This design comes from an exercise in tuning for small area and a short achievable clock period on the open sky130 flow, not from production work. In this exercise RTL edits were held to simulation tests only and were not proved equivalent to the original.

==> flow/design.v, too long to show whole: its modules and the start of the top module <==
// module instruction_decoder: 14 lines
// module memory: 41 lines
// module alu: 1009 lines
// module top: 42 lines
module top (
    input  logic        clk,
    input  logic        reset,
    input  logic [31:0] instr,
    output logic [31:0] result
);
  // ...
==> flow/run.sh <==
#!/bin/bash
# synth_recipe.tcl (not shown) runs the flow's synth.tcl, then flattens the netlist and writes it again
# the make line also repeats each setting of config.mk as NAME=value (left out here)
make -C /OpenROAD-flow-scripts/flow DESIGN_CONFIG=/design/flow/config.mk WORK_HOME=/design/flow/orfs CLKGATE_MAP_FILE= SYNTH_SCRIPT=/design/flow/synth_recipe.tcl finish
==> flow/config.mk <==
export PLATFORM = sky130hd
export DESIGN_NAME = top
export DESIGN_NICKNAME = top
export VERILOG_FILES = /design/flow/design.v
export SDC_FILE = /design/flow/constraint.sdc
export NUM_CORES = 4
export LEC_CHECK = 0
export CAP_MARGIN = 20
export CORE_MARGIN = 2
export CORE_UTILIZATION = 40
export SLEW_MARGIN = 20
==> flow/constraint.sdc <==
create_clock -name core_clock -period 250.0 [get_ports {clk}]
set_input_delay 50.0000 -clock core_clock [delete_from_list [all_inputs] [get_ports {clk}]]
set_output_delay 50.0000 -clock core_clock [all_outputs]
set_load 0.01 [all_outputs]
==> notes.md, run 1 <==
run status=no timing/DRC/antenna violations; initial antenna violation count=3; reg2reg start=u_mem.valid[12]$_DFFE_PP0N_; number of global-route vias before repair=55.95k; CP Buf/Inv Count=13; DP Wirelength=167.2 mm; Synth Area in XOR/XNOR=5.959%; Root Driver=clkbuf_16; Finished Layout Cells=9,588; Tapcells=2,464; mapped cell area=74,070 sq um; critical path class=input port to flop; critical path required time=250,600 ps; post-synthesis async set-or-reset flop share=7.692%; # nets final=8,179; Die W=434.3 microns; Placement Setup Slack=127,290 ps; Cells after DPL=9,435; Slew @ Worst Pin=1168 ps; I/O Buffers=65; Slew Limit Headroom=21.04%; CP startpoint=instr[15]; met1 WL=93.57 mm; Layout Cell Area excl Fill=81,110 sq um; multi-input logic area=46,430 sq um; Adder-Cell Fraction of Synth Area=20.56%; first-pass GRT wire length=340.4 mm; Max Slew Vio Count=0; critical path depth=322; First DRT Iteration DRCs=5,063; min cycle time layout=123,320 ps; post-route worst hold slack=512.2 ps
==> run 2, diff against run 1 <==
--- a/flow/config.mk
+++ b/flow/config.mk
@@ -8,4 +8,7 @@
 export CAP_MARGIN = 20
 export CORE_MARGIN = 2
-export CORE_UTILIZATION = 40
+export CORE_UTILIZATION = 60
+export CTS_BUF_LIST = sky130_fd_sc_hd__clkbuf_8
+export CTS_CLUSTER_SIZE = 30
+export PLACE_DENSITY = 0.7
 export SLEW_MARGIN = 20
==> run 2 against run 1 <==
- still clean on timing, DRC and antenna
- hold slack improved by 5.1 ps
- die area fell by 33%
- critical endpoint unchanged
- highest routed layer is now met4
- cell count fell by 7.8%
- non-clock buffer count fell by 1
- flip-flop and latch count did not move
==> notes.md, run 2 <==
run status=no timing/DRC/antenna violations; commonest cells in the netlist=884 x ha_1, 768 x edfxtp_1, 643 x inv_1; Final Skew=76.81 ps; CP Capture Type=flop; commonest non-fill, non-tap cell in the layout=ha_1; hold path startpoint=u_mem.valid[17]$_DFFE_PP0N_; total core area=122,200 sq um; Layout Cell Area excl Fill=79,880 sq um (-1.5%); min cycle time layout=122,800 ps (-521.0 ps); most frequent cells in the layout=884 x ha_1, 768 x edfxtp_1, 687 x inv_1; Cells after DPL=8,593 (-8.9%); Finished Layout Cells=8,838 (-7.8%); Reg area=24,660 sq um; DP Wirelength=164.1 mm (-1.8%); Slew @ Worst Pin=1194 ps (+26.08 ps); DRC viols=0; DR WL/cell=25.18 microns; syn avg cell area=10.65 sq um; Vias=56.78k; Filler cells=9,616; post-route worst hold slack=517.2 ps (+5.099 ps); # resized after CTS=0; Final Util=65.37%; DR vias/cell=6.424; multi-input logic area=46,420 sq um (about the same); Placement Setup Slack=127,510 ps (+225.0 ps); top-count cell post-synth=ha_1; Yosys reg bits=832; Compound-Gate Fraction of Synth Area=18.07%; met1 Usage GRT=45.05%; cells after synthesis=6,957; hold violation total from the final report=0; CP max stage delay=910 ps; Die Area=126,300 sq um; number of global-route vias before repair=56.68k (+1.3%); main combinational cell family by area after synthesis=adder cells; CP startpoint=instr[16]; GR peak layer=met2; critical path required time=250,730 ps (+130 ps); hold-fix buffers at CTS=0; fraction of synthesized area in multiplexers=8.578%; CP max FO=70; Placed Area=77,290 sq um; Die W=355.4 microns (-18%); DRT Pass-1 Iters=6; number of CTS-inserted buffers=136; CP startpoint kind=input port; First DRT Iteration DRCs=5,429 (+7.2%); Setup Buffers After CTS=0; EDFF count, synth=768; final WL=222.5 mm; Ports=66; Critical-path top delay cell=buf_4; Slew Limit Headroom=20.23% (-0.81 points); Synth Area in XOR/XNOR=5.959% (unchanged); RSZ-0062 raised after global routing=false; simple logic cell fraction of the synthesized area=8.941%; Max Slew Vio Count=0 (unchanged); Die Y-Extent=355.4 microns; Synth warnings=2; Critical Path Most Common Cell=a21oi_1; Final WS setup=127,200 ps; Seq/Total Area, Yosys=33.30%; Synth cell types=133; Synth area leader=edfxtp_1; Placer Congestion=0.9942; Synth area leaders=edfxtp_1 31%, ha_1 15%, mux4_2 7.0%, fa_1 5.5%, xnor2_1 4.1%; TritonCTS clock tree=done; row cnt=128; met3 Use GR=7.046%; initial antenna violation count=4 (+1); Root Driver=clkbuf_8; Adder-Cell Fraction of Synth Area=20.56% (unchanged); min-delay worst type=flop to flop; CTS Sinks=832; largest net degree at the start of global routing=85; # nets final=8,231 (+0.64%); antenna viol nets, final=0; first-pass GRT wire length=337.3 mm (-0.92%); reg2reg start=u_mem.valid[7]$_DFFE_PP0N_; Synth top area share=31.13%; Final Cycle Share=49.12%; I/O Buffers=65 (unchanged); clock latency on the worst-skew pair=870 ps; met2 GRT Util=58.43%; Initial Utilization=60.62%; number of max-cap violations=0; Setup Viol. Count Final=0; clock buffer depth=3; gr usage total=35.16%; FMAX=8.143 MHz; Synth-to-Final Area Change=7.846%; CTS HTree Levels=4; critical path class=input port to flop; Top Registers=u_mem.rec.hq: 384 flops, u_mem.rec.wq: 384 flops; top_reg_cell synth=edfxtp_1; residual overflow from global routing=0; layout cells sized above 1=10.47%; Syn Nets=8,080; Setup TNS Final=0 ps; mapped cell area=74,070 sq um (unchanged); Arrival @ worst endpoint=123,530 ps; post-synthesis async set-or-reset flop share=7.692% (unchanged); CTS clock-pin slew for the worst setup and hold paths=60 ps
-- run 2: cell count changes in the layout (fill, tap and decap cells not counted), sizes merged --
cell / change
buf: -1
clkbuf: +29
clkinvlp: +2
clkinv: +8
bufinv: -1
inv: +52
-- run 2: worst paths after layout --
path	endpoint	slack, ps	depth (start not counted)
min	u_mem.valid[17]$_DFFE_PP0N_	520	1
min in group asynchronous	u_mem.valid[1]$_DFFE_PP0N_	49430	2
max reg2reg	result[0]$_DFF_PP0_	178060	322
min reg2reg	u_mem.valid[17]$_DFFE_PP0N_	520	1
max in group asynchronous	result[20]$_DFF_PP0_	199280	3
max	result[0]$_DFF_PP0_	127200	325
-- run 2: cell families (layout without fill, tap and decap cells) --
logic type	Yosys count	count (layout)
muxes	344	344
and+or+nand+nor	1316	1316
other	0	3
buffers and inverters	852	1105
adders and majority gates	1095	1095
xor gates and xnor gates	501	501
DFF	832	832
AOI/OAI and AO/OA	2017	2017
-- run 2: cell type report --
type | instances | area share [%]
tap | 1625 | 2.545
multi-input combinational | 5273 | 58.11
clock inverter | 101 | 0.7502
clock buffer | 139 | 2.395
timing repair buffer | 213 | 2.244
sequential | 832 | 30.87
antenna | 3 | 0.009398
inverter | 652 | 3.075
-- run 2: worst max-delay path, delay by kind of cell --
kind,cells,cell delay [ps]
AO/OA/AOI/OAI,188,37430
AND/OR/NAND/NOR,79,13940
adder cells (fa/ha/maj),27,10550
multiplexers,14,6590
buffers and inverters,15,4190
XOR/XNOR,2,530
-- run 2: per-layer routing --
| layer | part of all wire (%) | routed length [microns] |
|---|---|---|
| met3 | 8.0 | 17710 |
| met2 | 47 | 105200 |
| met5 | 0 | 0 |
| met1 | 40 | 89520 |
| met4 | 4.5 | 10110 |

static timing again, ports no longer ideal:
Ports are ideal in the flow. The routed layouts listed here were re-timed in OpenROAD.
Step 1 sets driving cells, clkbuf_16 on the clock port and buf_2 on the other inputs (assumed; they add their load-dependent delay and slew).
Step 2, shift: input delay + t, output delay - t, t = (earliest + latest rising clock arrival at the registers) / 2. This alone moves slack from input paths to output paths.
Three values: ideal, step 1, step 2; two values: the first two.
run	shift t [ns]	setup slack, ns	worst hold slack (ns)	worst setup path at the end	worst data-port slew with drivers (ns)
run 1	0.742	126.679 / 126.703 / 125.961	0.512 / 0.512 / 0.512	input to register	0.12
run 2	0.905	127.200 / 127.243 / 126.338	0.517 / 0.517 / 0.517	input to register	0.05
After both steps setup and hold are still met in every run listed. For run 2, which loses most, drivers alone change the setup slack by +0.043 ns; drivers and shift together by -0.862 ns.
